Background: an optimization exercise with open tools, aiming at small area. Do not read the settings as production practice.
Only simulation tests tie the RTL to the original design; equivalence was not proved.
Power and IR drop assume default switching activity.

==> flow/design.v <==
module game2048 (
    btnS, btnL, btnR, btnU, btnD, clk, RsRx, sw,      
    AN, SEG, RsTx                                    
);
input       btnS, btnL, btnR, btnU, btnD, clk, RsRx;
input [1:0] sw;
output [3:0] AN;
output [6:0] SEG;
output      RsTx;
reg [1:0] arst_ff;
always @(posedge clk or posedge btnS)
    if (btnS) arst_ff <= 2'b11;
    else      arst_ff <= {1'b0, arst_ff[1]};
wire rst = arst_ff[0];
wire        pU, pD, pL, pR, tick, scan;
wire [63:0] bd;
wire        bd_rot;
wire [3:0]  mx;
wire        s_merge, s_output;
g2048_timers timers (
    .clk(clk), .rst(rst), .btnU(btnU), .btnD(btnD), .btnL(btnL), .btnR(btnR),
    .pU(pU), .pD(pD), .pL(pL), .pR(pR), .tick(tick), .scan(scan));
g2048_board board (
    .clk(clk), .rst(rst), .pU(pU), .pD(pD), .pL(pL), .pR(pR), .tick(tick), .sw0(sw[0]),
    .bd(bd), .bd_rot(bd_rot), .mx(mx), .s_merge(s_merge), .s_output(s_output));
g2048_display display (
    .clk(clk), .rst(rst), .scan(scan), .mx(mx), .AN(AN), .SEG(SEG));
g2048_frames frames (
    .clk(clk), .rst(rst), .bd(bd), .bd_rot(bd_rot), .s_merge(s_merge), .s_output(s_output),
    .tx(RsTx));
endmodule
module g2048_timers (
    input clk, input rst, input btnU, input btnD, input btnL, input btnR,
    output pU, output pD, output pL, output pR, output tick, output scan);
function [12:0] lfsr13;
    input [12:0] s;
    lfsr13 = {s[11:0], s[12] ^ s[3] ^ s[2] ^ s[0]};
endfunction
reg [12:0] dv_lfsr;
wire clk_en = &dv_lfsr;      
always @(posedge clk)
    if (rst)         dv_lfsr <= 13'h1566;
    else if (clk_en) dv_lfsr <= 13'h0acc;
    else             dv_lfsr <= lfsr13(dv_lfsr);
reg [2:0] step_d_L, step_d_R, step_d_U, step_d_D;
always @(posedge clk)
    if (rst) begin
        step_d_L <= 0; step_d_R <= 0; step_d_U <= 0; step_d_D <= 0;
    end else if (clk_en) begin
        step_d_L <= {btnL, step_d_L[2:1]};
        step_d_R <= {btnR, step_d_R[2:1]};
        step_d_U <= {btnU, step_d_U[2:1]};
        step_d_D <= {btnD, step_d_D[2:1]};
    end
assign pL = ~step_d_L[0] & step_d_L[1];
assign pR = ~step_d_R[0] & step_d_R[1];
assign pU = ~step_d_U[0] & step_d_U[1];
assign pD = ~step_d_D[0] & step_d_D[1];
reg [12:0] tick_lfsr;
assign tick = &tick_lfsr;    
always @(posedge clk)
    if (rst)       tick_lfsr <= 13'h160a;
    else if (tick) tick_lfsr <= 13'h057d;
    else           tick_lfsr <= lfsr13(tick_lfsr);
reg [12:0] scan_lfsr;
assign scan = &scan_lfsr;    
always @(posedge clk)
    if (rst)       scan_lfsr <= 13'h0cf8;
    else if (scan) scan_lfsr <= 13'h0bd1;
    else           scan_lfsr <= lfsr13(scan_lfsr);
endmodule
module g2048_board (
    input clk, input rst, input pU, input pD, input pL, input pR, input tick, input sw0,
    output reg [63:0] bd,        
    output reg bd_rot,           
    output reg [3:0] mx,         
    output s_merge, output s_output);
localparam S_init = 3'd0, S_merge = 3'd1, S_shift = 3'd2, S_gen = 3'd3, S_output = 3'd4;
reg [2:0] state;
reg       ur;            
reg       bfull;         
assign s_merge  = (state == S_merge);
wire   s_shift  = (state == S_shift);
assign s_output = (state == S_output);
wire anybtn = pL | pR | pU | pD;
wire move = (s_merge | s_shift) & anybtn;
wire vert = move & (pU | pD);
wire down_right = pU ? 1'b0 : pD ? 1'b1 : pL ? 1'b0 : 1'b1;
wire rot  = move & (bd_rot ^ down_right);
function [15:0] line_move;
    input [15:0] x;
    input mrg;           
    input sft;           
    reg [3:0] a, b, c, d, nz1, nz2;
    reg za, zb, zc, ecd, m0, mb;
    reg [3:0] s0, s1, s2, s3;    
    reg [3:0] inc;
    reg [3:0] o0, o1, o2, o3;
    begin
        a = x[3:0]; b = x[7:4]; c = x[11:8]; d = x[15:12];
        za = a == 0; zb = b == 0; zc = c == 0;
        nz1 = ~zb ? b : ~zc ? c : d;
        nz2 = ~zc ? c : d;
        ecd = c == d;
        m0 = (a == nz1) | (za & zb);                 
        mb = (b == nz2) | (zb & zc);                 
        if (mrg) begin
            s0 = 4'b0001;
            s1 = m0 ? {zb & ~za & ~zc, ~zb | za, 1'b0, 1'b0} : 4'b0010;
            s2 = m0 ? {(~zb | za) & ~ecd, 3'b000} : mb ? {~zc | zb, 3'b000} : 4'b0100;
            s3 = {~m0 & ~mb & ~ecd, 3'b000};
            inc = {1'b0, ~m0 & ~mb & ecd & ~zc, m0 ? ((~zb | za) & ecd & ~zc) : (mb & ~zb), m0 & ~za};
        end else if (sft) begin
            s0 = {za & zb & zc, za & zb & ~zc, za & ~zb, ~za};
            s1 = {(za & zb & ~zc) | (za & ~zb & zc) | (~za & zb & zc), (za ^ zb) & ~zc, ~za & ~zb, 1'b0};
            s2 = {(~za & ~zb & zc) | (~za & zb & ~zc) | (za & ~zb & ~zc), ~za & ~zb & ~zc, 2'b00};
            s3 = {~za & ~zb & ~zc, 3'b000};
            inc = 4'b0000;
        end else begin
            s0 = 4'b0001; s1 = 4'b0010; s2 = 4'b0100; s3 = 4'b1000;
            inc = 4'b0000;
        end
        o0 = (({4{s0[0]}} & a) | ({4{s0[1]}} & b) | ({4{s0[2]}} & c) | ({4{s0[3]}} & d)) + {3'd0, inc[0]};
        o1 = (({4{s1[0]}} & a) | ({4{s1[1]}} & b) | ({4{s1[2]}} & c) | ({4{s1[3]}} & d)) + {3'd0, inc[1]};
        o2 = (({4{s2[0]}} & a) | ({4{s2[1]}} & b) | ({4{s2[2]}} & c) | ({4{s2[3]}} & d)) + {3'd0, inc[2]};
        o3 = (({4{s3[0]}} & a) | ({4{s3[1]}} & b) | ({4{s3[2]}} & c) | ({4{s3[3]}} & d)) + {3'd0, inc[3]};
        line_move = {o3, o2, o1, o0};
    end
endfunction
reg [63:0] lines_in, lines_out, moved;
integer j, p;
always @(*) begin
    for (j = 0; j < 4; j = j + 1)
        for (p = 0; p < 4; p = p + 1)
            case ({vert, rot})
            2'b00: lines_in[16*j + 4*p +: 4] = bd[4*(j*4 + p) +: 4];
            2'b01: lines_in[16*j + 4*p +: 4] = bd[4*(15 - (j*4 + p)) +: 4];
            2'b10: lines_in[16*j + 4*p +: 4] = bd[4*(p*4 + j) +: 4];
            default: lines_in[16*j + 4*p +: 4] = bd[4*(15 - (p*4 + j)) +: 4];
            endcase
    for (j = 0; j < 4; j = j + 1)
        lines_out[16*j +: 16] = line_move(lines_in[16*j +: 16], move & s_merge, move & s_shift);
    for (j = 0; j < 4; j = j + 1)
        for (p = 0; p < 4; p = p + 1)
            moved[4*(j*4 + p) +: 4] = vert ? lines_out[16*p + 4*j +: 4] : lines_out[16*j + 4*p +: 4];
end
reg [15:0] empty;
integer e;
always @(*)
    for (e = 0; e < 16; e = e + 1)
        empty[e] = (bd[4*e +: 4] == 4'd0);
wire win  = (mx == 4'd11);
wire full = ~|empty;
wire lose = full & bfull;
localparam [63:0] RU_ORDER = {4'd12, 4'd13, 4'd8, 4'd14, 4'd9, 4'd4, 4'd15, 4'd10,
                              4'd5, 4'd0, 4'd11, 4'd6, 4'd1, 4'd7, 4'd2, 4'd3};
wire use_ld = ~(sw0 ^ ur) ^ bd_rot;    
reg [15:0] place;
reg        found_ru, found_ld;
integer g;
always @(*) begin
    place = 16'd0;
    found_ru = 1'b0;
    found_ld = 1'b0;
    for (g = 0; g < 16; g = g + 1) begin
        if (!use_ld && empty[RU_ORDER[4*g +: 4]] && !found_ru) place[RU_ORDER[4*g +: 4]] = 1'b1;
        if (empty[RU_ORDER[4*g +: 4]]) found_ru = 1'b1;
        if (use_ld && empty[RU_ORDER[4*(15-g) +: 4]] && !found_ld) place[RU_ORDER[4*(15-g) +: 4]] = 1'b1;
        if (empty[RU_ORDER[4*(15-g) +: 4]]) found_ld = 1'b1;
    end
end
always @(posedge clk)
    if (rst) begin
        state <= S_gen;
        ur    <= 1'b0;
    end else if (state == S_output)
        state <= S_init;
    else if (state == S_init) begin
        if (anybtn & tick & ~lose & ~win) begin
            state <= S_merge;
            ur    <= pU | pR;
        end
    end else
        state <= state + 3'd1;
integer t;
always @(posedge clk)
    if (rst) begin
        bd     <= 64'd0;
        bd_rot <= 1'b0;
        bfull  <= 1'b0;
    end else begin
        bd <= moved;
        if (move) bd_rot <= down_right;
        if (state == S_gen && ~win)
            for (t = 0; t < 16; t = t + 1) if (place[t]) bd[4*t] <= 1'b1;
        if (move & s_shift) bfull <= full;
    end
reg [15:0] cand;
integer m, bi;
always @(*) begin
    cand = 16'hffff;
    for (bi = 3; bi >= 0; bi = bi - 1) begin
        mx[bi] = 1'b0;
        for (m = 0; m < 16; m = m + 1)
            mx[bi] = mx[bi] | (cand[m] & bd[4*m + bi]);
        for (m = 0; m < 16; m = m + 1)
            cand[m] = cand[m] & (bd[4*m + bi] | ~mx[bi]);
    end
end
endmodule
module g2048_display (
    input clk, input rst, input scan, input [3:0] mx,
    output reg [3:0] AN, output reg [6:0] SEG);
reg [1:0] LED_counter;
always @(posedge clk)
    if (rst)       LED_counter <= 2'd0;
    else if (scan) LED_counter <= LED_counter + 2'd1;
always @(*) begin
    case (LED_counter)
    2'd0: AN = 4'b1110;
    2'd1: AN = 4'b1101;
    2'd2: AN = 4'b1011;
    default: AN = 4'b0111;
    endcase
    case (LED_counter)
    2'd0:    
        case (mx)
        4'd11, 4'd7, 4'd3: SEG = 7'b0000000;
        4'd10, 4'd6, 4'd2: SEG = 7'b0011001;
        4'd9, 4'd5, 4'd1:  SEG = 7'b0100100;
        4'd8, 4'd4:        SEG = 7'b0000010;
        default:           SEG = 7'b0000110;
        endcase
    2'd1:    
        case (mx)
        4'd11: SEG = 7'b0011001;
        4'd10: SEG = 7'b0100100;
        4'd9:  SEG = 7'b1111001;
        4'd8:  SEG = 7'b0010010;
        4'd7:  SEG = 7'b0100100;
        4'd6:  SEG = 7'b0000010;
        4'd5:  SEG = 7'b0110000;
        4'd4:  SEG = 7'b1111001;
        4'd3, 4'd2, 4'd1: SEG = 7'b1111111;
        default: SEG = 7'b0010010;
        endcase
    2'd2:    
        case (mx)
        4'd11, 4'd10: SEG = 7'b1000000;
        4'd9:  SEG = 7'b0010010;
        4'd8:  SEG = 7'b0100100;
        4'd7:  SEG = 7'b1111001;
        4'd6, 4'd5, 4'd4, 4'd3, 4'd2, 4'd1: SEG = 7'b1111111;
        default: SEG = 7'b1000000;
        endcase
    default:     
        case (mx)
        4'd11: SEG = 7'b0100100;
        4'd10: SEG = 7'b1111001;
        4'd9, 4'd8, 4'd7, 4'd6, 4'd5, 4'd4, 4'd3, 4'd2, 4'd1: SEG = 7'b1111111;
        default: SEG = 7'b1000111;
        endcase
    endcase
end
endmodule
module g2048_frames (
    input clk, input rst, input [63:0] bd, input bd_rot, input s_merge, input s_output,
    output tx);
reg  [7:0] wrem;         
reg  [7:0] fcnt;         
reg  [5:0] q;            
wire busy   = |wrem;
wire ffull  = &fcnt;
wire fempty = ~|fcnt;
wire stb    = s_output & ~busy;
wire wr     = busy & ~ffull;
wire rd     = ~fempty & (q == 6'd0);
always @(posedge clk)
    if (rst) begin
        wrem <= 8'd0;
        fcnt <= 8'd0;
    end else begin
        if (stb)     wrem <= 8'd175;
        else if (wr) wrem <= wrem - 8'd1;
        fcnt <= fcnt + {7'd0, wr} - {7'd0, rd};
    end
reg        bf;           
reg [63:0] snap_x;       
reg [63:0] snap_y;       
reg        x_rot, y_rot;  
reg [1:0]  dloc;         
wire copy = s_merge & bf;
always @(posedge clk)
    if (rst)       bf <= 1'b0;
    else if (stb)  bf <= 1'b1;
    else if (copy) bf <= 1'b0;
always @(posedge clk)
    if (copy) begin
        snap_x <= bd;
        snap_y <= snap_x;
        x_rot  <= bd_rot;
        y_rot  <= x_rot;
    end
reg [3:0] rtop;          
reg [1:0] rf;            
reg [2:0] rp;            
wire frame_end = (rtop == 4'd15) & (rp == 3'd5);
always @(posedge clk)
    if (rst) begin
        rtop <= 4'd15;
        rf   <= 2'd3;
        rp   <= 3'd5;
    end else if (rd) begin
        if (!rtop[3]) rtop <= rtop + 4'd1;
        else if (rp == 3'd5) begin
            rtop <= frame_end ? 4'd1 : rtop + 4'd1;
            rf <= 2'd0;
            rp <= 3'd0;
        end else if (rp == 3'd4 && rf != 2'd3) begin
            rf <= rf + 2'd1;
            rp <= 3'd0;
        end else
            rp <= rp + 3'd1;
    end
always @(posedge clk)
    if (rst) dloc <= 2'd0;
    else     dloc <= dloc + {1'b0, copy} - {1'b0, rd & frame_end};
wire [1:0] trow = rtop[2:1];
wire       trot = dloc[1] ? bd_rot : dloc[0] ? y_rot : x_rot;
wire [3:0] tidx = {trow, rf} ^ {4{trot}};
reg  [3:0] tile;
always @(*) begin
    if (dloc[1])           tile = bd[4*tidx +: 4];
    else if (dloc == 2'd0) tile = snap_x[4*tidx +: 4];
    else                   tile = snap_y[4*tidx +: 4];
end
function [7:0] digit;
    input [3:0] t;
    input [1:0] pos;
    begin
        digit = " ";
        case (pos)
        2'd0: case (t)
              4'd11: digit = "2";
              4'd10: digit = "1";
              default: ;
              endcase
        2'd1: case (t)
              4'd11, 4'd10: digit = "0";
              4'd9: digit = "5";
              4'd8: digit = "2";
              4'd7, 4'd4: digit = "1";
              4'd6: digit = "6";
              4'd5: digit = "3";
              default: ;
              endcase
        2'd2: case (t)
              4'd11, 4'd6, 4'd2: digit = "4";
              4'd10, 4'd7, 4'd5, 4'd1: digit = "2";
              4'd9: digit = "1";
              4'd8: digit = "5";
              4'd4: digit = "6";
              4'd3: digit = "8";
              default: ;
              endcase
        default: case (t)
              4'd11, 4'd7: digit = "8";
              4'd10: digit = "4";
              4'd9: digit = "2";
              4'd8: digit = "6";
              default: ;
              endcase
        endcase
    end
endfunction
reg [7:0] ch;
always @(*) begin
    if (!rtop[3])
        case (rtop[2:0])
        3'd1, 3'd5: ch = 8'd27;
        3'd2, 3'd6: ch = "[";
        3'd3:       ch = "2";
        3'd4:       ch = "J";
        default:    ch = "H";
        endcase
    else if (rtop[2:0] == 3'd7)
        ch = 8'd0;
    else if (rp == 3'd5)
        ch = "\r";
    else if (rp == 3'd4)
        ch = (rf == 2'd3) ? "\n" : (rtop[0] ? "+" : "|");
    else
        ch = rtop[0] ? "-" : digit(tile, rp[1:0]);
end
always @(posedge clk)
    if (rst) q <= 6'd0;
    else if (rd) q <= 6'd3;
    else if (q == 6'd47) q <= 6'd0;
    else if (q != 6'd0) q <= q + 6'd1;
reg txb;
always @(*)
    case (q[5:2])
    4'd1: txb = 1'b0;
    4'd2: txb = ch[0];
    4'd3: txb = ch[1];
    4'd4: txb = ch[2];
    4'd5: txb = ch[3];
    4'd6: txb = ch[4];
    4'd7: txb = ch[5];
    4'd8: txb = ch[6];
    4'd9: txb = ch[7];
    default: txb = 1'b1;
    endcase
assign tx = txb;
endmodule
==> flow/flow/run.sh <==
#!/bin/bash
# Own layout flow: the standard flow (standard.sh) with one change to synthesis: the
# technology mapping (Yosys's abc pass) uses an area-oriented ABC script (flow/area.abc)
# instead of ORFS's.  Everything else, including flip-flop mapping, flattening and register
# naming, is the standard synthesis (synth_recipe.tcl).
set -euo pipefail
W=$PWD
cat > "$W/synth_area.tcl" <<EOT
proc abc {args} {
  set i [lsearch -exact \$args -script]
  if {\$i >= 0} { set args [lreplace \$args [expr {\$i + 1}] [expr {\$i + 1}] {$W/flow/area.abc}] }
  puts "abc (area script): \$args"
  yosys abc {*}\$args
}
source {$W/synth_recipe.tcl}
EOT
sed "s|SYNTH_SCRIPT=[^ ]*|SYNTH_SCRIPT=$W/synth_area.tcl|" standard.sh > "$W/standard_area.sh"
grep -q "SYNTH_SCRIPT=$W/synth_area.tcl" "$W/standard_area.sh"
bash "$W/standard_area.sh" finish > "$W/flow_make.log" 2>&1
test -s "$W/out/final.def"
==> flow/flow/area.abc <==
strash
&get -n
&deepsyn -T 60
&put
&get -n
&dch -f
&nf -a -R 1000 -F 20 -A 20
&put
==> flow/standard.sh <==
#!/bin/bash
# synth_recipe.tcl (not shown) runs the flow's synth.tcl, then flattens the netlist and writes it again
# the make line also repeats each setting of config.mk as NAME=value (left out here)
make -C /OpenROAD-flow-scripts/flow DESIGN_CONFIG=/design/flow/config.mk WORK_HOME=/design/flow/orfs CLKGATE_MAP_FILE= SYNTH_SCRIPT=/design/flow/synth_recipe.tcl "${@:-finish}"
==> flow/config.mk <==
export PLATFORM = sky130hd
export DESIGN_NAME = game2048
export DESIGN_NICKNAME = game2048
export VERILOG_FILES = /design/flow/design.v
export SDC_FILE = /design/flow/constraint.sdc
export NUM_CORES = 8
export LEC_CHECK = 0
export ABC_AREA = 1
export CAP_MARGIN = 10
export CORE_MARGIN = 2
export CORE_UTILIZATION = 65
export CTS_BUF_LIST = sky130_fd_sc_hd__clkbuf_8
export CTS_CLUSTER_DIAMETER = 80
export CTS_CLUSTER_SIZE = 12
export GPL_TIMING_DRIVEN = 0
export SLEW_MARGIN = 10
==> flow/constraint.sdc <==
create_clock -name core_clock -period 10.0 [get_ports {clk}]
set_input_delay 2.0000 -clock core_clock [delete_from_list [all_inputs] [get_ports {clk}]]
set_output_delay 2.0000 -clock core_clock [all_outputs]
set_load 0.01 [all_outputs]
==> results of run 1 <==
[kinds of logic after synthesis]
group	count (synthesis)	share of synthesized area (%)
compound gates	582	23.4
xor+xnor	89	4.65
fa+ha+maj	104	7.80
buf+inv	81	1.81
flops	289	42.3
mux	35	2.12
other cells	1	0.0224
simple gates	628	17.9
[final cells by class]
| type | instances | area share (%) |
|---|---|---|
| Sequential cell | 289 | 39.2 |
| Clock inverter | 17 | 0.394 |
| Clock buffer | 29 | 2.20 |
| Tap cell | 330 | 2.28 |
| Timing Repair Buffer | 27 | 2.11 |
| Multi-Input combinational cell | 1439 | 52.1 |
| Inverter | 81 | 1.68 |
[cells in the mapped netlist, types with 39 or more instances]
cell      instances
nor2_1          184
dfxtp_1         157
nand2_1         155
o21ai_0         136
edfxtp_1        130
a21oi_1         115
ha_1            103
clkinv_1         81
nand3_1          66
a222oi_1         50
o22ai_1          50
xor2_1           48
xnor2_1          41
o221ai_1         39
[layer usage]
| layer | routed length [µm] | track usage (%) | vias up | share of wire (%) |
|---|---|---|---|---|
| met5 | 0 | 0 | - | 0 |
| met4 | 3130 | 20.8 | 0 | 6.1 |
| met3 | 6430 | 9.64 | 299 | 13 |
| met2 | 22900 | 60.2 | 1073 | 45 |
| met1 | 18900 | 47.0 | 7248 | 37 |
| li1 | - | - | 7140 | - |
[state kept, by name, summed over array words and instances (netlist names), 3 cells and up]
signal and cells:
timers.dv_lfsr 13, timers.step_d_U 3, timers.step_d_R 3, frames.rp 3
frames.q 6, frames.snap_y 64, frames.wrem 8, frames.fcnt 8
timers.scan_lfsr 13, timers.step_d_L 3, timers.step_d_D 3, frames.snap_x 64
frames.rtop 4, board.bd 64, timers.tick_lfsr 13, board.state 3
[worst max-delay path by stage]
| stage | to | slack [ns] | cells past startpoint |
|---|---|---|---|
| 2_1_floorplan | SEG[3] | 1.58 | 20 |
| 3_3_place_gp | SEG[3] | -0.57 | 21 |
| 3_5_place_dp | RsTx | 1.24 | 18 |
| 4_1_cts | RsTx | 0.60 | 18 |
| 5_1_grt | RsTx | 0.16 | 18 |
| 6_report | RsTx | 0.46 | 18 |
[stage by stage]
step                      std cells  setup TNS, ns  hold slack, ns
after floorplan                1809              0           0.345
after global placement         2157          -3.31           0.349
after detailed placement       2166              0           0.351
after CTS                      2212              0           0.367
after global routing           2212              0           0.369
final                          2212              0           0.363
[power breakdown]
part,switching [mW],internal (mW),leakage [nW],total (mW)
sequential,0.107,1.30,2.54,1.41
combinational,1.05,0.558,3.71,1.61
clock,0.408,0.267,0.300,0.675
==> impl_metrics.json, run 1 <==
{
  "status": "timing/DRC/antenna clean",
  "num_antenna_cells": 0,
  "layout.nets": 1979,
  "path_delay_family": "simple AND/OR/NAND/NOR gates",
  "synth_area_um2": 16800,
  "final_core_util_pct": 71.7,
  "multiInputGateArea_um2": 9430,
  "drt-initial-drc-count": 2684,
  "vias": 15800,
  "dieArea_um2": 27100,
  "wl_per_cell_um": 23.2,
  "dp_slack_ns": 1.24,
  "fin_crit_sh_pct": 95.4,
  "layout_setup_ws_ns": 0.457,
  "design.core.area_um2": 25300,
  "layout_commonest_cell": "nor2_1",
  "cts_buffers": 28,
  "synth-seq-area-share_pct": 42.3,
  "cp.required_ns": 8.00,
  "grt_first_pass_wirelength_mm": 80.2,
  "num_rows": 58,
  "regArea_um2": 7100,
  "vdd_ir_drop_max_uv": 256,
  "synth_top_cell_area_share_pct": 23.3,
  "worstPathCellList": "nor2_1, a21oi_1, xor2_1, nand2_1, nor3_1, a222oi_1, nand3_1, nor3_1, a21oi_1, clkinv_1, ha_1, o211ai_1, nand4_1, o21ai_0, nand4_1, a31oi_1, nand4_1, clkdlybuf4s50_1",
  "cts_tree": "yes",
  "synth_cells": 1809,
  "crit_fanout": 24,
  "ff2ff_path_depth": 26,
  "synth_area_per_cell_um2": 9.27,
  "design_area_um2": 18100,
  "rrSetupSlack_ns": 0.98,
  "fmax_mhz": 105,
  "grt_max_degree": 78,
  "overflow": 0,
  "ys_async_sr_fraction_pct": 0.692,
  "layout_common_cells": "nor2_1 (178), dfxtp_1 (157), nand2_1 (155)",
  "postSynthNetCount": 1922,
  "max_stage_delay_ns": 0.97,
  "post-cts-setup-buffers": 0,
  "hold_class": "reg -> reg",
  "finalSetupViolCount": 0,
  "port_buffers": 18,
  "vias_per_cell": 7.12,
  "worstMarginPinSlew_ns": 1.29,
  "yosysTopAreaCell": "edfxtp_1",
  "p_leak_nw": 6.55,
  "r2r_start": "timers.step_d_R[1]",
  "synth_edf_count": 130,
  "synth-seq-cells": 289,
  "path_class": "reg -> out",
  "grt.total_usage_pct": 37.8,
  "drc": 0,
  "ant_nets": 0,
  "power_density_nw_per_um2": 204,
  "area_growth_pct": 7.92,
  "skew_ns": 0.0319,
  "clk_path_buf_depth": 3,
  "die_x_um": 165,
  "ioPinCount": 21,
  "synth.distinct_cells": 63,
  "period_needed_ns": 9.54,
  "r2r_end": "board.bd[47]",
  "slew-limit-headroom_pct": 13.8,
  "path_common_cell": "nand4_1",
  "grt_pass1_vias": 15100,
  "cts.sinks": 289,
  "ys_warn_count": 5,
  "initial_core_util_pct": 66.4,
  "critPathCaptureType": "primary output",
  "worstSkewPairLatency_ns": 0.62,
  "path_clk_slew_ns": 0.08,
  "ys.flop_type": "dfxtp_1",
  "maxCapViolCount": 0,
  "power.total_mw": 3.70,
  "dp_hpwl_mm": 36.3,
  "crit_slowest_cell": "dfxtp_1",
  "hp-start": "arst_ff[1]",
  "firstDrtPassIters": 13,
  "finalHoldViolCount": 0,
  "slew_viol_final": 0,
  "drive_gt1_share_pct": 2.82,
  "hold_depth": 0,
  "fillers": 1942,
  "critPathArrivalTime_ns": 7.54,
  "dpl_cell_area_um2": 17600,
  "htreeDepth": 1,
  "die_height_um": 165,
  "globalplace.congestion": 0.992,
  "drt-total-wl_mm": 51.4,
  "critical_path_buf_inv_count": 2,
  "cts-resized-gates": 0,
  "antenna_found_initial": 0,
  "clock-root-buffer": "clkbuf_8",
  "startpoint_type": "flop",
  "hold_buffers": 0,
  "hold_end": "arst_ff[0]",
  "cp-startpoint": "frames.dloc[1]",
  "rsz0062_at_grt": "no",
  "synth_area_leaders": "edfxtp_1 (23%), dfxtp_1 (19%), ha_1 (7.7%)"
}
==> inputs of run 2 (changes only) <==
--- a/flow/flow/run.sh
+++ b/flow/flow/run.sh
@@ -15,5 +15,6 @@
 source {$W/synth_recipe.tcl}
 EOT
-sed "s|SYNTH_SCRIPT=[^ ]*|SYNTH_SCRIPT=$W/synth_area.tcl|" standard.sh > "$W/standard_area.sh"
+sed -e "s|SYNTH_SCRIPT=[^ ]*|SYNTH_SCRIPT=$W/synth_area.tcl BUFFER_PORTS_ARGS='-buffer_cell sky130_fd_sc_hd__buf_1'|" \
+    standard.sh > "$W/standard_area.sh"
 grep -q "SYNTH_SCRIPT=$W/synth_area.tcl" "$W/standard_area.sh"
 bash "$W/standard_area.sh" finish > "$W/flow_make.log" 2>&1
==> run 2 against run 1 <==
  * Critical path type unchanged
  * Maximum frequency grew 5.0%
  * Wire length is 0.96% higher
  * Register-to-register slack gained 0.14 ns
  * Clock power about the same
  * Worst setup slack gained 0.45 ns
  * Clock skew fell by 0.0067 ns
  * Via count barely moved
  * Combinational power hardly changed
  * Worst hold slack improved by 0.0065 ns
  * Sequential share of layout area is 0.22 points higher
==> impl_metrics.json, run 2 <==
{
  "synth_area_leaders": "edfxtp_1 (23%), dfxtp_1 (19%), ha_1 (7.7%)",
  "area_growth_pct": 7.33,
  "globalplace.congestion": 0.998,
  "status": "timing/DRC/antenna clean",
  "setup_tns_ns": 0,
  "drc": 0,
  "cts-resized-gates": 0,
  "die_x_um": 165,
  "hold_buffers": 0,
  "clock_power_share_pct": 18.4,
  "post-cts-setup-buffers": 0,
  "path_class": "reg -> out",
  "slew-limit-headroom_pct": 16.2,
  "cp.required_ns": 8.00,
  "synth_top_family_by_area": "compound AO/OA/AOI/OAI gates",
  "synth_top_cell_area_share_pct": 23.3,
  "ys_async_sr_fraction_pct": 0.692,
  "grt_pass1_vias": 14700,
  "internal_power_mw": 2.13,
  "fmax_mhz": 110,
  "cts_buffers": 28,
  "muxShareOfSynthArea_pct": 2.12,
  "p_leak_nw": 6.51,
  "ioPinCount": 21,
  "layout.nets": 1980,
  "htreeDepth": 1,
  "grt_max_degree": 87,
  "yosys.area_share.simple_pct": 17.9,
  "top_layer": "met4",
  "worstMarginPinSlew_ns": 1.25,
  "switching_share_pct": 42.3,
  "finalHoldViolCount": 0,
  "startpoint_type": "flop",
  "drt-initial-drc-count": 2792,
  "drive_gt1_share_pct": 2.87,
  "vias_per_cell": 7.13,
  "vias": 15800,
  "die_height_um": 165,
  "synth_area_per_cell_um2": 9.27,
  "critPathArrivalTime_ns": 7.09,
  "firstDrtPassIters": 14,
  "grt.total_usage_pct": 37.8,
  "dieArea_um2": 27100,
  "crit_fanout": 24,
  "reg.largest.list": "board.bd: 64 flops, frames.snap_x: 64 flops, frames.snap_y: 64 flops",
  "maxCapViolCount": 0,
  "port_buffers": 18,
  "dp_hpwl_mm": 36.6,
  "p_seq_share_pct": 38.2,
  "num_rows": 58,
  "layout_commonest_cell": "nor2_1",
  "synth_commonest_cells": "nor2_1 (184), dfxtp_1 (157), nand2_1 (155)",
  "layout_setup_ws_ns": 0.910,
  "ys_warn_count": 5,
  "cts_tree": "yes",
  "fin_crit_sh_pct": 90.9,
  "synth-xor-area-share_pct": 4.65,
  "period_needed_ns": 9.09,
  "synth-seq-cells": 289,
  "ant_nets": 0,
  "cts.sinks": 289,
  "synth_edf_count": 130,
  "postSynthNetCount": 1922,
  "ys.flop_type": "dfxtp_1",
  "rsz0062_at_grt": "no",
  "synth_compound_area_share_pct": 23.4,
  "finalSetupViolCount": 0,
  "antenna_found_initial": 0,
  "vdd_ir_drop_max_uv": 259,
  "synth-seq-area-share_pct": 42.3,
  "clock-root-buffer": "clkbuf_8",
  "grt_first_pass_wirelength_mm": 79.9,
  "worstSkewPairLatency_ns": 0.61,
  "path_clk_slew_ns": 0.08,
  "met2_length_mm": 22.9,
  "layout_common_cells": "nor2_1 (179), dfxtp_1 (157), nand2_1 (155)",
  "initial_core_util_pct": 66.4,
  "switchingPower_mw": 1.56,
  "skew_ns": 0.0252,
  "synth_most_common_cell": "nor2_1",
  "synth.distinct_cells": 63,
  "final_core_util_pct": 71.3,
  "m1WireLength_mm": 19.4,
  "design.core.area_um2": 25300,
  "num_antenna_cells": 0,
  "critPathCaptureType": "primary output",
  "drt-total-wl_mm": 51.9,
  "power_density_nw_per_um2": 205,
  "wl_per_cell_um": 23.5,
  "yosys.area_share.adder_pct": 7.80,
  "synth_area_um2": 16800,
  "dp_slack_ns": 1.43,
  "clk_path_buf_depth": 3,
  "route.met3.wl_mm": 6.50,
  "power_frac_comb_pct": 43.5,
  "synth_cells": 1809,
  "slew_viol_final": 0,
  "yosysTopAreaCell": "edfxtp_1",
  "overflow": 0,
  "hold_class": "reg -> reg"
}
-- run 2: through the flow --
stage	hold WS, ns	cells	area, µm²	power, mW
finish	0.369	2212	18000	3.69
floorplan	0.345	1809	16800	2.52
detailed placement	0.358	2167	17500	3.00
global placement	0.347	2157	17300	2.95
CTS	0.371	2212	18000	3.67
global route	0.372	2212	18000	3.91
-- run 2: worst paths after layout --
path | slack, ns | depth (start not counted) | endpoint | start
hold reg to reg | 0.37 | 0 | arst_ff[0] | arst_ff[1]
max in group asynchronous | 8.60 | 2 | arst_ff[1] | btnS
min in group asynchronous | 1.38 | 2 | arst_ff[1] | btnS
setup reg to reg | 1.12 | 26 | board.bd[46] | timers.step_d_R[1]
hold / removal | 0.37 | 0 | arst_ff[0] | arst_ff[1]
setup / recovery | 0.91 | 19 | RsTx | frames.dloc[1]
-- run 2: layout make-up --
class | count | area, µm²
multi-input cells | 1439 | 9430
repair buffers | 28 | 280
clock inverters | 15 | 63.8
clock buffers | 30 | 413
fillers | 1989 | 7250
inverters | 81 | 304
flip-flops and latches | 289 | 7100
well taps | 330 | 413
-- run 2: layer usage --
metal  GRT usage (%)  vias to the layer above
li1                -                     7147
met1            49.4                     7263
met2            59.3                     1104
met3            8.01                      248
met4            19.4                        0
met5               0                        -
-- run 2: power groups by stage --
stage	combinational, mW	clock [mW]	sequential, mW
after floorplan	1.12	0	1.40
after global placement	1.52	0	1.43
after detailed placement	1.57	0	1.43
after CTS	1.59	0.678	1.40
after global routing	1.77	0.722	1.42
final	1.60	0.677	1.41
-- run 2: critical path: stages, from the launching register on --
cell and delay, ns:
dfxtp_1 0.96, nor2_1 0.11, a21oi_1 0.43, xor2_1 0.76
nand2_1 0.53, nor3_1 0.85, a222oi_1 0.22, nand3_1 0.17
nor3_1 0.07, a21oi_1 0.57, clkinv_1 0.20, ha_1 0.32
a31o_1 0.22, a31oi_1 0.15, o211ai_1 0.13, a21oi_1 0.16
a211oi_1 0.07, o21ai_0 0.16, nand4_1 0.15, buf_1 0.26
-- run 2: kinds of logic after synthesis --
family / count (synthesis)
XOR/XNOR: 89
AND/OR/NAND/NOR: 628
buffers and inverters: 81
other: 1
flip-flops: 289
AO/OA/AOI/OAI: 582
multiplexers: 35
adder cells (fa/ha/maj): 104
==> inputs of run 3 (changes only) <==
==> flow/flow/run.sh (replaced) <==
#!/bin/bash
# Own layout flow: the standard flow (standard.sh), with these changes to synthesis only:
#  - the technology mapping (Yosys's abc pass) uses an area-oriented ABC script
#    (flow/area.abc) instead of ORFS's;
#  - no adder cells (ADDER_MAP_FILE empty) and no Kogge-Stone carry map
#    (SYNTH_OPERATIONS_ARGS), so that abc maps adders as plain logic;
# and the ports are buffered with the smallest buffer (BUFFER_PORTS_ARGS).
# Flip-flop mapping, flattening and register naming are the standard synthesis's
# (synth_recipe.tcl).  Each step's full log is in orfs/logs/; make's output is in flow_make.log.
set -euo pipefail
W=$PWD
cat > "$W/synth_area.tcl" <<EOT
proc abc {args} {
  set i [lsearch -exact \$args -script]
  if {\$i >= 0} { set args [lreplace \$args [expr {\$i + 1}] [expr {\$i + 1}] {$W/flow/area.abc}] }
  puts "abc (area script): \$args"
  yosys abc {*}\$args
}
source {$W/synth_recipe.tcl}
EOT
EXTRA="SYNTH_SCRIPT=$W/synth_area.tcl ADDER_MAP_FILE= SYNTH_OPERATIONS_ARGS=-nofsm"
EXTRA="$EXTRA BUFFER_PORTS_ARGS='-buffer_cell sky130_fd_sc_hd__buf_1'"
sed -e "s|SYNTH_SCRIPT=[^ ]*|$EXTRA|" standard.sh > "$W/standard_area.sh"
grep -q "SYNTH_SCRIPT=$W/synth_area.tcl" "$W/standard_area.sh"
bash "$W/standard_area.sh" finish > "$W/flow_make.log" 2>&1
test -s "$W/out/final.def"
--- a/flow/config.mk
+++ b/flow/config.mk
@@ -7,10 +7,10 @@
 export LEC_CHECK = 0
 export ABC_AREA = 1
-export CAP_MARGIN = 10
+export CAP_MARGIN = 0
 export CORE_MARGIN = 2
-export CORE_UTILIZATION = 65
+export CORE_UTILIZATION = 55
 export CTS_BUF_LIST = sky130_fd_sc_hd__clkbuf_8
 export CTS_CLUSTER_DIAMETER = 80
 export CTS_CLUSTER_SIZE = 12
 export GPL_TIMING_DRIVEN = 0
-export SLEW_MARGIN = 10
+export SLEW_MARGIN = 0
==> run 3 against run 2 <==
  * Register-to-register slack better by 0.65 ns
  * First-iteration DRC count down 21%
  * Global-route usage down 3.3 points
  * Utilization shrank 11 points
  * Clock skew up 0.0025 ns
  * Non-clock buffer count rose by 2
  * Synthesized cell count shrank 5.7%
  * Final cell count down 2.4%
==> impl_metrics.json, run 3 <==
{
  "cp.required_ns": 8.00,
  "synth_edf_count": 130,
  "layout_commonest_cell": "nor2_1",
  "fillers": 2485,
  "grt_max_degree": 59,
  "overflow": 0,
  "die_x_um": 172,
  "port_buffers": 18,
  "finalHoldViolCount": 0,
  "rsz0062_at_grt": "no",
  "synth_area_leaders": "edfxtp_1 (25%), dfxtp_1 (20%), nor2_1 (4.7%)",
  "regArea_um2": 7100,
  "yosysTopAreaCell": "edfxtp_1",
  "ff2ff_path_depth": 23,
  "p_leak_nw": 5.68,
  "cts_buffers": 28,
  "num_antenna_cells": 0,
  "rrSetupSlack_ns": 1.77,
  "finalSetupViolCount": 0,
  "ys.flop_type": "dfxtp_1",
  "vdd_ir_drop_max_uv": 118,
  "design.core.area_um2": 27900,
  "drt-total-wl_mm": 51.5,
  "grt.total_usage_pct": 34.4,
  "synth_area_per_cell_um2": 9.13,
  "period_needed_ns": 9.44,
  "hold_depth": 0,
  "path_class": "reg -> out",
  "layout_common_cells": "nor2_1 (189), dfxtp_1 (157), nand2_1 (154)",
  "synth-seq-area-share_pct": 45.6,
  "synth_commonest_cells": "nor2_1 (193), dfxtp_1 (157), nand2_1 (154)",
  "whs_ns": 0.364,
  "drt-initial-drc-count": 2210,
  "reg.largest.list": "board.bd: 64 flops, frames.snap_x: 64 flops, frames.snap_y: 64 flops",
  "path_clk_slew_ns": 0.08,
  "firstDrtPassIters": 7,
  "dpl_cell_area_um2": 16400,
  "layout.nets": 1775,
  "globalplace.congestion": 1.01,
  "hold_end": "arst_ff[0]",
  "synth_area_um2": 15600,
  "ioPinCount": 21,
  "cts.sinks": 289,
  "layout_setup_ws_ns": 0.560,
  "grt_pass1_vias": 13300,
  "setup_tns_ns": 0,
  "power_density_nw_per_um2": 198,
  "wl_per_cell_um": 23.9,
  "r2r_start": "timers.step_d_D[1]",
  "r2r_end": "board.bd[39]",
  "ys_warn_count": 5,
  "post-cts-setup-buffers": 0,
  "grt_first_pass_wirelength_mm": 77.9,
  "crit_fanout": 23,
  "status": "timing/DRC/antenna clean",
  "design_area_um2": 16900,
  "hold_class": "reg -> reg",
  "hp-start": "arst_ff[1]",
  "clk_path_buf_depth": 3,
  "hold_buffers": 0,
  "dieArea_um2": 29700,
  "power.total_mw": 3.34,
  "synth_top_cell_area_share_pct": 25.1,
  "initial_core_util_pct": 55.9,
  "clock-root-buffer": "clkbuf_8",
  "critPathCaptureType": "primary output",
  "worstSkewPairLatency_ns": 0.61,
  "worstMarginPinSlew_ns": 1.39,
  "dp_hpwl_mm": 35.6,
  "ant_nets": 0,
  "synth_cells": 1706,
  "die_height_um": 172,
  "dp_slack_ns": 0.517,
  "vias": 14800,
  "htreeDepth": 1,
  "vias_per_cell": 6.84,
  "startpoint_type": "flop",
  "multiInputGateArea_um2": 8310,
  "ys_async_sr_fraction_pct": 0.692,
  "fin_crit_sh_pct": 94.4,
  "drive_gt1_share_pct": 3.37,
  "postSynthNetCount": 1715,
  "slew_viol_final": 0,
  "skew_ns": 0.0276,
  "antenna_found_initial": 0,
  "cts_tree": "yes",
  "maxCapViolCount": 0,
  "synth.distinct_cells": 63,
  "synth-seq-cells": 289,
  "num_rows": 61,
  "slew-limit-headroom_pct": 7.06,
  "fmax_mhz": 106,
  "critPathArrivalTime_ns": 7.44,
  "synth_most_common_cell": "nor2_1",
  "drc": 0,
  "area_growth_pct": 8.52
}
## run 3: cell count changes after synthesis, sizes merged, moves of 13 or more
cell / delta
a21oi: -29
or2: +14
ha: -103
a22oi: -24
o22ai: +57
a31oi: -13
xnor2: +13
clkinv: -19
nand3: -25
a222oi: -31
## run 3: metrics by stage
stage	util (%)	cells
6_report	60.6	2160
3_3_place_gp	57.8	2102
5_1_grt	60.6	2160
4_1_cts	60.6	2160
3_5_place_dp	58.8	2114
2_1_floorplan	-	1706
## run 3: cells by family (layout without fill, tap and decap cells)
kind of cell | after synthesis | count (layout) | synth area share [%]
mux | 50 | 50 | 3.27
other cells | 1 | 1 | 0.0241
compound gates | 561 | 561 | 24.3
buf+inv | 62 | 138 | 1.49
simple gates | 645 | 645 | 19.8
xor+xnor | 98 | 98 | 5.51
flops | 289 | 289 | 45.6
## run 3: how the worst max path moves through the flow
stage / slack [ns] / end / cells after the start / from
final: 0.56 / RsTx / 23 / frames.dloc[1]
after global routing: 0.07 / SEG[5] / 28 / board.bd[19]
after CTS: 0.04 / RsTx / 22 / frames.dloc[1]
after detailed placement: 0.52 / RsTx / 22 / frames.dloc[1]
after global placement: -1.16 / SEG[5] / 23 / board.bd[19]
after floorplan: 1.09 / SEG[5] / 25 / board.bd[55]
## run 3: layout make-up
cell class	count	share of cell area [%]
Inverter	62	1.38
Clock buffer	29	2.36
Tap cell	378	2.80
Timing Repair Buffer	30	1.79
Clock inverter	17	0.444
Multi-Input combinational cell	1355	49.2
Sequential cell	289	42.0
## run 3: repair_timing
action	4_1_cts	5_1_grt
pin swaps	0	0
setup endpoints to repair	1	2
gates cloned	0	0
gates resized for setup	2	5
## run 3: power breakdown
part           internal, mW  leakage [nW]  switching, mW  total [mW]
Sequential             1.29          2.54          0.109        1.40
Clock                 0.268         0.296          0.413       0.682
Combinational         0.429          2.85          0.832        1.26
## run 3: metal layers
layer | global-route usage [%] | share of wire [%] | wire [µm]
met1 | 46.1 | 40 | 20700
met2 | 52.9 | 44 | 22700
met3 | 6.43 | 9.8 | 5050
met4 | 18.4 | 5.9 | 3050
met5 | 0 | 0 | 0
## run 3: critical path, cell delays in order, from the launching register on
cell and delay (ns):
dfxtp_1 1.00, nor2_1 0.15, a21oi_2 0.49, xor2_2 0.44, nor2_2 0.61, o221ai_1 0.24
nor2_1 0.14, o21ai_0 0.14, a31oi_1 0.23, a31oi_1 0.06, o221ai_1 0.77, clkinv_1 0.27
a21oi_1 0.21, o22ai_1 0.11, or3_1 0.40, nor2_1 0.20, o21ai_0 0.11, a21oi_1 0.14
o221ai_1 0.13, a21oi_1 0.16, o22ai_1 0.10, o211ai_1 0.10, nand4_1 0.36, buf_1 0.25
==> inputs of run 4 (changes only) <==
--- a/flow/config.mk
+++ b/flow/config.mk
@@ -7,5 +7,5 @@
 export LEC_CHECK = 0
 export ABC_AREA = 1
-export CAP_MARGIN = 0
+export CAP_MARGIN = 10
 export CORE_MARGIN = 2
 export CORE_UTILIZATION = 55
@@ -14,3 +14,3 @@
 export CTS_CLUSTER_SIZE = 12
 export GPL_TIMING_DRIVEN = 0
-export SLEW_MARGIN = 0
+export SLEW_MARGIN = 10
==> run 4 against run 3 <==
  * Clock-buffer cell count fell by 1
  * Clock power fell by 2%
  * Maximum frequency fell by 0.39%
  * Worst hold slack improved by 0.00076 ns
  * Die area did not move
  * Utilization barely moved
  * Flip-flop and latch count did not move
  * Final cell count did not move
  * Synthesized cell count did not move
  * Worst setup slack got worse by 0.037 ns
  * Critical endpoint unchanged
  * Largest power group unchanged
==> impl_metrics.json, run 4 <==
{
  "num_rows": 61,
  "firstDrtPassIters": 8,
  "worstPathCellList": "a21oi_2, xnor2_1, and2_0, a22oi_1, nand3_1, a21oi_1, a31oi_1, a31oi_1, o221ai_1, clkinv_1, a21oi_1, o22ai_1, or3_1, nor2_1, o21ai_0, a21oi_1, o221ai_1, a21oi_1, o22ai_1, o211ai_1, nand4_1, buf_1",
  "synth_top_family_by_area": "compound AO/OA/AOI/OAI gates",
  "clock-root-buffer": "clkbuf_8",
  "grt.total_usage_pct": 34.5,
  "synth_cells": 1706,
  "drive_gt1_share_pct": 3.54,
  "finalHoldViolCount": 0,
  "synth-seq-cells": 289,
  "vdd_ir_drop_max_uv": 138,
  "htreeDepth": 1,
  "synth_compound_area_share_pct": 24.3,
  "synth_area_per_cell_um2": 9.13,
  "crit_fanout": 23,
  "postSynthNetCount": 1715,
  "initial_core_util_pct": 55.9,
  "period_needed_ns": 9.48,
  "synth_commonest_cells": "nor2_1 (193), dfxtp_1 (157), nand2_1 (154)",
  "clk_path_buf_depth": 3,
  "path_clk_slew_ns": 0.08,
  "drc": 0,
  "globalplace.congestion": 1.01,
  "ioPinCount": 21,
  "muxShareOfSynthArea_pct": 3.27,
  "design.core.area_um2": 27900,
  "synth_most_common_cell": "nor2_1",
  "yosys.area_share.adder_pct": 0,
  "rsz0062_at_grt": "no",
  "synth_top_cell_area_share_pct": 25.1,
  "slew-limit-headroom_pct": 12.4,
  "synth_area_leaders": "edfxtp_1 (25%), dfxtp_1 (20%), nor2_1 (4.7%)",
  "power_density_nw_per_um2": 198,
  "maxCapViolCount": 0,
  "cts_buffers": 28,
  "critPathCaptureType": "primary output",
  "startpoint_type": "flop",
  "worstMarginPinSlew_ns": 1.31,
  "dieArea_um2": 29700,
  "synth_area_um2": 15600,
  "layout_common_cells": "nor2_1 (190), dfxtp_1 (157), nand2_1 (154)",
  "reg.largest.list": "board.bd: 64 flops, frames.snap_x: 64 flops, frames.snap_y: 64 flops",
  "grt_first_pass_wirelength_mm": 78.1,
  "synth-xor-area-share_pct": 5.51,
  "ys.flop_type": "dfxtp_1",
  "synth.distinct_cells": 63,
  "finalSetupViolCount": 0,
  "num_antenna_cells": 0,
  "antenna_found_initial": 1,
  "grt_max_degree": 59,
  "ys_warn_count": 5,
  "setup_tns_ns": 0,
  "port_buffers": 18,
  "die_height_um": 172,
  "layout_commonest_cell": "nor2_1",
  "ant_nets": 0,
  "hold_class": "reg -> reg",
  "wl_per_cell_um": 23.9,
  "yosys.area_share.simple_pct": 19.8,
  "ys_async_sr_fraction_pct": 0.692,
  "area_growth_pct": 8.46,
  "status": "timing/DRC/antenna clean",
  "layout.nets": 1777,
  "yosysTopAreaCell": "edfxtp_1",
  "overflow": 0,
  "die_x_um": 172,
  "max_stage_delay_ns": 0.98,
  "vias_per_cell": 6.83,
  "finalNonFillerCells": 2160,
  "cts_tree": "yes",
  "path_class": "reg -> out",
  "cts.sinks": 289,
  "grt_pass1_vias": 13400,
  "synth-seq-area-share_pct": 45.6,
  "critPathArrivalTime_ns": 7.48,
  "slew_viol_final": 0,
  "vias": 14700,
  "path_common_cell": "a21oi_1",
  "dp_hpwl_mm": 35.7,
  "drt-initial-drc-count": 1903,
  "drt-total-wl_mm": 51.6,
  "fmax_mhz": 106,
  "dp.cells": 2116,
  "worstSkewPairLatency_ns": 0.62,
  "skew_ns": 0.0472,
  "synth_edf_count": 130,
  "p_leak_nw": 5.68,
  "hold_buffers": 0,
  "crit_slowest_cell": "dfxtp_1",
  "fin_crit_sh_pct": 94.8,
  "cp.required_ns": 8.00
}
==> run 4: layout make-up <==
type	instances	area, µm²
fill	2476	11000
multi-input combinational	1355	8330
sequential	289	7100
tap	378	473
clock buffer	28	385
timing repair buffer	32	290
inverter	62	233
clock inverter	16	71.3
==> run 4: where the power goes <==
part | internal (mW) | switching, mW
registers | 1.29 | 0.108
clock network | 0.260 | 0.411
logic | 0.436 | 0.833
==> run 4: through the flow <==
stage	worst slack (ns)	total power, mW	util [%]	hold slack [ns]	cell area, µm²
after floorplan	1.09	2.29	-	0.345	15600
after global placement	-1.16	2.64	57.8	0.349	16100
after detailed placement	0.695	2.67	58.8	0.351	16400
after CTS	0.00540	3.33	60.5	0.366	16800
after global routing	0.0737	3.54	60.6	0.373	16900
final	0.523	3.34	60.6	0.365	16900
==> run 4: path summary, 6_finish.rpt <==
kind	startpoint	endpoint	slack (ns)	depth (start not counted)
setup / recovery	frames.dloc[1]	RsTx	0.52	22
setup reg to reg	timers.step_d_D[1]	board.bd[39]	1.39	23
max in group asynchronous	btnS	arst_ff[0]	8.61	2
min in group asynchronous	btnS	arst_ff[1]	1.37	2
hold reg to reg	arst_ff[1]	arst_ff[0]	0.36	0
hold / removal	arst_ff[1]	arst_ff[0]	0.36	0
==> run 4: kinds of logic after synthesis <==
| logic type | after synthesis |
|---|---|
| AO/OA/AOI/OAI | 561 |
| flip-flops | 289 |
| XOR/XNOR | 98 |
| buffers and inverters | 62 |
| multiplexers | 50 |
| other | 1 |
| AND/OR/NAND/NOR | 645 |
==> run 4: critical path, delay by kind of cell, from the launching register on <==
family | cells | cell delay, ns
buffers and inverters | 2 | 0.50
flip-flops | 1 | 0.98
AND/OR/NAND/NOR | 5 | 1.89
XOR/XNOR | 1 | 0.81
AO/OA/AOI/OAI | 14 | 2.63
==> run 4: repair_timing <==
item / 4_1_cts / 5_1_grt
setup buffers: 0 / 0
hold endpoints to repair: 0 / 0
resized for setup: 0 / 4
endpoints found under the setup margin: 0 / 2
==> run 4: per-layer routing <==
layer | track usage (%) | part of all wire (%) | up-vias
li1 | - | - | 6780
met1 | 46.4 | 40 | 6984
met2 | 53.9 | 44 | 804
met3 | 5.47 | 9.7 | 172
met4 | 17.9 | 5.8 | 2
met5 | 0 | 0.039 | -
==> inputs of run 5 (changes only) <==
--- a/flow/config.mk
+++ b/flow/config.mk
@@ -11,6 +11,6 @@
 export CORE_UTILIZATION = 55
 export CTS_BUF_LIST = sky130_fd_sc_hd__clkbuf_8
-export CTS_CLUSTER_DIAMETER = 80
-export CTS_CLUSTER_SIZE = 12
+export CTS_CLUSTER_DIAMETER = 60
+export CTS_CLUSTER_SIZE = 16
 export GPL_TIMING_DRIVEN = 0
 export SLEW_MARGIN = 10
==> run 5 against run 4 <==
  * Clock power increased by 17%
  * Wire length decreased by 0.25%
  * Flip-flop and latch count unchanged
  * First-iteration DRC count decreased by 0.79%
  * Critical endpoint unchanged
  * Highest routed layer is now met4
==> impl_metrics.json, run 5 <==
{
  "status": "timing/DRC/antenna clean",
  "synth_edf_count": 130,
  "vdd_ir_drop_max_uv": 149,
  "drive_gt1_share_pct": 4.25,
  "postSynthNetCount": 1715,
  "yosys.area_share.simple_pct": 19.8,
  "dp_slack_ns": 0.695,
  "fillers": 2449,
  "ant_nets": 0,
  "layout_common_cells": "nor2_1 (190), dfxtp_1 (157), nand2_1 (154)",
  "power_density_nw_per_um2": 203,
  "top_layer": "met4",
  "die_height_um": 172,
  "skew_ns": 0.0460,
  "num_rows": 61,
  "antenna_found_initial": 0,
  "ys_async_sr_fraction_pct": 0.692,
  "synth_area_um2": 15600,
  "synth_top_cell_area_share_pct": 25.1,
  "synth_cells": 1706,
  "hold_end": "arst_ff[0]",
  "grt_first_pass_wirelength_mm": 77.6,
  "drt-total-wl_mm": 51.4,
  "rsz0062_at_grt": "no",
  "grt_pass1_vias": 13300,
  "initial_core_util_pct": 55.9,
  "yosys.area_share.adder_pct": 0,
  "worstSkewPairLatency_ns": 0.63,
  "finalSetupViolCount": 0,
  "htreeDepth": 1,
  "m1WireLength_mm": 21.0,
  "whs_ns": 0.366,
  "maxCapViolCount": 0,
  "layout_setup_ws_ns": 0.489,
  "port_buffers": 18,
  "hold_class": "reg -> reg",
  "rrSetupSlack_ns": 1.35,
  "hold_depth": 0,
  "globalplace.congestion": 1.01,
  "ff2ff_path_depth": 23,
  "muxShareOfSynthArea_pct": 3.27,
  "dieArea_um2": 29700,
  "synth_compound_area_share_pct": 24.3,
  "finalHoldViolCount": 0,
  "hp-start": "arst_ff[1]",
  "finalNonFillerCells": 2167,
  "overflow": 0,
  "clk_path_buf_depth": 3,
  "clock-root-buffer": "clkbuf_8",
  "slew_viol_final": 0,
  "wl_per_cell_um": 23.7,
  "vias": 14700,
  "met2_length_mm": 22.8,
  "ys.flop_type": "dfxtp_1",
  "hold_buffers": 0,
  "synth_top_family_by_area": "compound AO/OA/AOI/OAI gates",
  "r2r_start": "timers.step_d_D[1]",
  "ys_warn_count": 5,
  "fmax_mhz": 105,
  "dp.cells": 2116,
  "cp.required_ns": 8.00,
  "num_antenna_cells": 0,
  "critPathArrivalTime_ns": 7.51,
  "critPathCaptureType": "primary output",
  "design.core.area_um2": 27900,
  "drt-initial-drc-count": 1888,
  "dpl_cell_area_um2": 16400,
  "yosysTopAreaCell": "edfxtp_1",
  "synth.distinct_cells": 63,
  "r2r_end": "board.bd[39]",
  "route.met3.wl_mm": 4.74,
  "reg.largest.list": "board.bd: 64 flops, frames.snap_x: 64 flops, frames.snap_y: 64 flops",
  "design_area_um2": 17000,
  "synth_area_per_cell_um2": 9.13,
  "firstDrtPassIters": 8,
  "period_needed_ns": 9.51,
  "cts_tree": "yes",
  "crit_fanout": 23,
  "path_class": "reg -> out",
  "synth-xor-area-share_pct": 5.51,
  "synth_area_leaders": "edfxtp_1 (25%), dfxtp_1 (20%), nor2_1 (4.7%)",
  "synth-seq-area-share_pct": 45.6,
  "grt_max_degree": 59,
  "die_x_um": 172,
  "area_growth_pct": 9.39,
  "ioPinCount": 21,
  "synth-seq-cells": 289,
  "cts_buffers": 28,
  "drc": 0,
  "startpoint_type": "flop",
  "grt.total_usage_pct": 34.3,
  "synth_most_common_cell": "nor2_1",
  "path_clk_slew_ns": 0.10,
  "dp_hpwl_mm": 35.7,
  "layout_commonest_cell": "nor2_1",
  "worstMarginPinSlew_ns": 1.31,
  "synth_commonest_cells": "nor2_1 (193), dfxtp_1 (157), nand2_1 (154)",
  "slew-limit-headroom_pct": 12.8,
  "p_leak_nw": 5.72,
  "cts.sinks": 289,
  "vias_per_cell": 6.79,
  "fin_crit_sh_pct": 95.1,
  "layout.nets": 1777
}
==> run 5: cell counts after synthesis <==
Identical to the previous run, type by type.
==> run 5: how the worst max path moves through the flow <==
stage	start	endpoint	slack (ns)
4_1_cts	frames.dloc[1]	RsTx	0.20
3_3_place_gp	board.bd[19]	SEG[5]	-1.16
6_report	frames.dloc[1]	RsTx	0.49
3_5_place_dp	frames.dloc[1]	RsTx	0.69
5_1_grt	frames.dloc[1]	RsTx	0.004
2_1_floorplan	board.bd[55]	SEG[5]	1.09
==> run 5: cell type report <==
cell class | count | area, µm² | area share [%]
multi-input cells | 1355 | 8330 | 48.9
flip-flops and latches | 289 | 7100 | 41.7
well taps | 378 | 473 | 2.78
clock buffers | 29 | 399 | 2.34
repair buffers | 32 | 290 | 1.70
inverters | 62 | 233 | 1.37
clock inverters | 22 | 203 | 1.19
==> run 5: worst max-delay path: stages, from the launching register on <==
cell and delay (ns):
dfxtp_1 0.98, a21oi_2 0.37, xnor2_1 0.80, and2_0 0.81
a22oi_1 0.17, nand3_1 0.15, a21oi_1 0.05, a31oi_1 0.18
a31oi_1 0.10, o221ai_1 0.74, clkinv_1 0.26, a21oi_1 0.21
o22ai_1 0.10, or3_1 0.40, nor2_1 0.19, o21ai_0 0.11
a21oi_1 0.14, o221ai_1 0.13, a21oi_1 0.17, o22ai_1 0.11
o211ai_1 0.10, nand4_1 0.35, buf_1 0.24
==> run 5: power by group <==
group / switching (mW) / total [mW] / leakage (nW) / internal, mW
clock network: 0.461 / 0.782 / 0.326 / 0.321
logic: 0.833 / 1.27 / 2.86 / 0.436
registers: 0.108 / 1.40 / 2.54 / 1.29
==> run 5: through the flow <==
| stage | setup TNS (ns) | power, mW | util, % |
|---|---|---|---|
| global route | 0 | 3.65 | 61.1 |
| detailed placement | 0 | 2.67 | 58.8 |
| floorplan | 0 | 2.29 | - |
| CTS | 0 | 3.44 | 61.0 |
| global placement | -3.46 | 2.64 | 57.8 |
| finish | 0 | 3.45 | 61.1 |
==> run 5: kinds of logic after synthesis <==
family / after synthesis
mux: 50
buf+inv: 62
xor+xnor: 98
flops: 289
compound gates: 561
other cells: 1
simple gates: 645
==> run 5: what timing repair did <==
action,4_1_cts,5_1_grt
setup endpoints to repair,1,2
buffers inserted,0,0
gates resized for setup,1,4
==> run 5: per-layer routing <==
| layer | up-vias | track usage (%) |
|---|---|---|
| met5 | - | 0 |
| li1 | 6791 | - |
| met1 | 7012 | 45.7 |
| met4 | 0 | 18.0 |
| met2 | 732 | 53.6 |
| met3 | 180 | 5.81 |
==> inputs of run 6 (changes only) <==
--- a/flow/config.mk
+++ b/flow/config.mk
@@ -11,5 +11,5 @@
 export CORE_UTILIZATION = 55
 export CTS_BUF_LIST = sky130_fd_sc_hd__clkbuf_8
-export CTS_CLUSTER_DIAMETER = 60
+export CTS_CLUSTER_DIAMETER = 120
 export CTS_CLUSTER_SIZE = 16
 export GPL_TIMING_DRIVEN = 0
==> run 6 against run 5 <==
  * Die area stayed put
  * Highest routed layer unchanged
  * Still clean on timing, DRC and antenna
  * Maximum frequency hardly changed
  * Clock-buffer cell count is 6 lower
  * Cell area is 1.3% lower
  * Combinational power hardly changed
  * Global-route usage is 0.062 points lower
  * Critical path type unchanged
  * First-iteration DRC count is 2.1% lower
  * Critical endpoint unchanged
  * Synthesized cell count stayed put
==> impl_metrics.json, run 6 <==
{
  "status": "timing/DRC/antenna clean",
  "ys_warn_count": 5,
  "cts-resized-gates": 0,
  "hold_depth": 0,
  "worstMarginPinSlew_ns": 1.27,
  "initial_core_util_pct": 55.9,
  "dieArea_um2": 29700,
  "vdd_ir_drop_max_uv": 144,
  "path_common_cell": "a21oi_1",
  "hold_buffers": 0,
  "worstSetupPathDepth": 22,
  "area_growth_pct": 7.92,
  "period_needed_ns": 9.51,
  "crit_slowest_cell": "dfxtp_1",
  "p_leak_nw": 5.63,
  "synth_area_per_cell_um2": 9.13,
  "vias": 14800,
  "synth-seq-area-share_pct": 45.6,
  "crit_fanout": 23,
  "ant_nets": 0,
  "r2r_start": "timers.step_d_D[1]",
  "drive_gt1_share_pct": 3.16,
  "cts_buffers": 22,
  "synth.distinct_cells": 63,
  "slew_viol_final": 0,
  "synth_area_um2": 15600,
  "skew_ns": 0.0422,
  "crit_end": "RsTx",
  "die_x_um": 172,
  "fillers": 2487,
  "rrSetupSlack_ns": 1.41,
  "max_stage_delay_ns": 0.99,
  "ioPinCount": 21,
  "cts.sinks": 289,
  "antenna_found_initial": 0,
  "clock-root-buffer": "clkbuf_8",
  "ys_async_sr_fraction_pct": 0.692,
  "port_buffers": 18,
  "synth_cells": 1706,
  "internal_power_mw": 1.94,
  "multiInputGateArea_um2": 8330,
  "ff2ff_path_depth": 23,
  "grt_first_pass_wirelength_mm": 77.6,
  "dp.cells": 2116,
  "drt-total-wl_mm": 51.4,
  "dp_hpwl_mm": 35.7,
  "finalNonFillerCells": 2151,
  "hold_class": "reg -> reg",
  "yosysTopAreaCell": "edfxtp_1",
  "finalHoldViolCount": 0,
  "critical_path_buf_inv_count": 2,
  "clock_power_share_pct": 18.5,
  "critPathArrivalTime_ns": 7.51,
  "vias_per_cell": 6.89,
  "worstPathCellList": "a21oi_2, xnor2_1, and2_0, a22oi_1, nand3_1, a21oi_1, a31oi_1, a31oi_1, o221ai_1, clkinv_1, a21oi_1, o22ai_1, or3_1, nor2_1, o21ai_0, a21oi_1, o221ai_1, a21oi_1, o22ai_1, o211ai_1, nand4_1, buf_1",
  "synth_edf_count": 130,
  "ys.flop_type": "dfxtp_1",
  "reg.largest.list": "board.bd: 64 flops, frames.snap_x: 64 flops, frames.snap_y: 64 flops",
  "path_clk_slew_ns": 0.10,
  "whs_ns": 0.366,
  "fmax_mhz": 105,
  "design.core.area_um2": 27900,
  "regArea_um2": 7100,
  "synth_top_cell_area_share_pct": 25.1,
  "switchingPower_mw": 1.34,
  "clk_path_buf_depth": 3,
  "globalplace.congestion": 1.01,
  "drt-initial-drc-count": 1849,
  "synth-seq-cells": 289,
  "power.total_mw": 3.28,
  "synth_area_leaders": "edfxtp_1 (25%), dfxtp_1 (20%), nor2_1 (4.7%)",
  "path_class": "reg -> out",
  "postSynthNetCount": 1715,
  "r2r_end": "board.bd[39]",
  "switching_share_pct": 40.8,
  "synth_commonest_cells": "nor2_1 (193), dfxtp_1 (157), nand2_1 (154)",
  "cts_tree": "yes",
  "rsz0062_at_grt": "no",
  "fin_crit_sh_pct": 95.1,
  "cp.required_ns": 8.00,
  "synth_most_common_cell": "nor2_1",
  "maxCapViolCount": 0,
  "grt_max_degree": 59,
  "num_antenna_cells": 0,
  "cp-startpoint": "frames.dloc[1]",
  "die_height_um": 172,
  "slew-limit-headroom_pct": 15.5,
  "power_density_nw_per_um2": 195,
  "wl_per_cell_um": 23.9,
  "critPathCaptureType": "primary output",
  "finalSetupViolCount": 0,
  "drc": 0,
  "post-cts-setup-buffers": 0,
  "htreeDepth": 1,
  "overflow": 0,
  "worstSkewPairLatency_ns": 0.58,
  "p_seq_share_pct": 42.7,
  "grt_pass1_vias": 13300,
  "num_rows": 61,
  "layout.nets": 1771,
  "power_frac_comb_pct": 38.8,
  "layout_common_cells": "nor2_1 (190), dfxtp_1 (157), nand2_1 (154)",
  "layout_commonest_cell": "nor2_1",
  "path_delay_family": "compound AO/OA/AOI/OAI gates",
  "firstDrtPassIters": 6,
  "startpoint_type": "flop",
  "grt.total_usage_pct": 34.2
}
==> run 6: changes by cell type in the layout (fill, tap and decap cells not counted), sizes merged <==
| cell | previous run | this run |
|---|---|---|
| inv | 16 | 13 |
| clkbuf | 29 | 23 |
| bufinv | 1 | 0 |
| clkinvlp | 2 | 0 |
| clkinv | 65 | 61 |
==> run 6: worst reg2reg max path: cells and delay by family (launching register included) <==
kind	cells	cell delay, ns
flops	1	0.35
mux	2	0.83
simple gates	13	5.31
xor+xnor	1	0.16
compound gates	7	1.78
==> run 6: power groups by stage <==
stage / Clock, mW / Combinational (mW) / Sequential, mW
after CTS: 0.615 / 1.25 / 1.40
after floorplan: 0 / 0.898 / 1.39
after global routing: 0.657 / 1.40 / 1.41
after detailed placement: 0 / 1.24 / 1.42
final: 0.608 / 1.27 / 1.40
after global placement: 0 / 1.22 / 1.42
==> run 6: cells by family (layout without fill, tap and decap cells) <==
| kind of cell | Yosys count | after routing | synth area share (%) |
|---|---|---|---|
| AOI/OAI and AO/OA | 561 | 561 | 24.3 |
| xor gates and xnor gates | 98 | 98 | 5.51 |
| DFF | 289 | 289 | 45.6 |
| buffers and inverters | 62 | 129 | 1.49 |
| and+or+nand+nor | 645 | 645 | 19.8 |
| other | 1 | 1 | 0.0241 |
| muxes | 50 | 50 | 3.27 |
==> run 6: final cells by class <==
| type | instances | area share (%) |
|---|---|---|
| Multi-Input combinational cell | 1355 | 49.6 |
| Sequential cell | 289 | 42.3 |
| Tap cell | 378 | 2.82 |
| Clock buffer | 23 | 1.88 |
| Timing Repair Buffer | 32 | 1.73 |
| Inverter | 62 | 1.39 |
| Clock inverter | 12 | 0.343 |
==> run 6: how the worst min path moves through the flow <==
stage	from	to	slack (ns)
6_report	arst_ff[1]	arst_ff[0]	0.37
5_1_grt	arst_ff[1]	arst_ff[0]	0.38
4_1_cts	arst_ff[1]	arst_ff[0]	0.37
3_5_place_dp	arst_ff[1]	arst_ff[0]	0.35
3_3_place_gp	arst_ff[1]	arst_ff[0]	0.35
2_1_floorplan	arst_ff[1]	arst_ff[0]	0.35
==> run 6: per-stage QoR <==
stage	setup WS, ns	area [µm²]	TNS [ns]	utilization, %
final	0.491	16800	0	60.3
after global routing	0.104	16800	0	60.3
after CTS	0.0581	16800	0	60.2
after detailed placement	0.695	16400	0	58.8
after global placement	-1.16	16100	-3.46	57.8
after floorplan	1.09	15600	0	-
==> run 6: metal layers <==
metal,wire [µm],vias up,track usage (%)
li1,-,6761,-
met1,20900,7092,46.4
met2,22600,773,53.4
met3,4800,184,5.10
met4,3020,0,17.2
met5,0,-,0

==> re-timing with driven ports <==
The results above use ideal ports. As a check the final layouts listed here were re-extracted and re-timed, cells and wires unchanged.
Step 1 sets driving cells, clkbuf_16 on the clock port and buf_2 on the other inputs (assumed; they add their load-dependent delay and slew).
Step 2 adds t to the input delays and takes it off the output delays; t is the mean of the earliest and latest rising clock arrival at the registers after step 1. Input paths then give back, and output paths get back, about the clock's delay inside the block.
Three values: no drivers, after step 1, after step 2; two values: the first two.
| run | t, ns | setup WS [ns] | cell pins on the clock port's net |
|---|---|---|---|
| run 1 | 0.643 | 0.457 / 0.410 / 0.976 | 1 |
| run 2 | 0.634 | 0.910 / 0.863 / 1.116 | 1 |
| run 3 | 0.649 | 0.560 / 0.511 / 1.161 | 1 |
| run 4 | 0.643 | 0.523 / 0.476 / 1.119 | 1 |
| run 5 | 0.667 | 0.489 / 0.435 / 1.103 | 1 |
| run 6 | 0.611 | 0.491 / 0.441 / 1.052 | 1 |
After both steps every run listed still meets setup and hold.
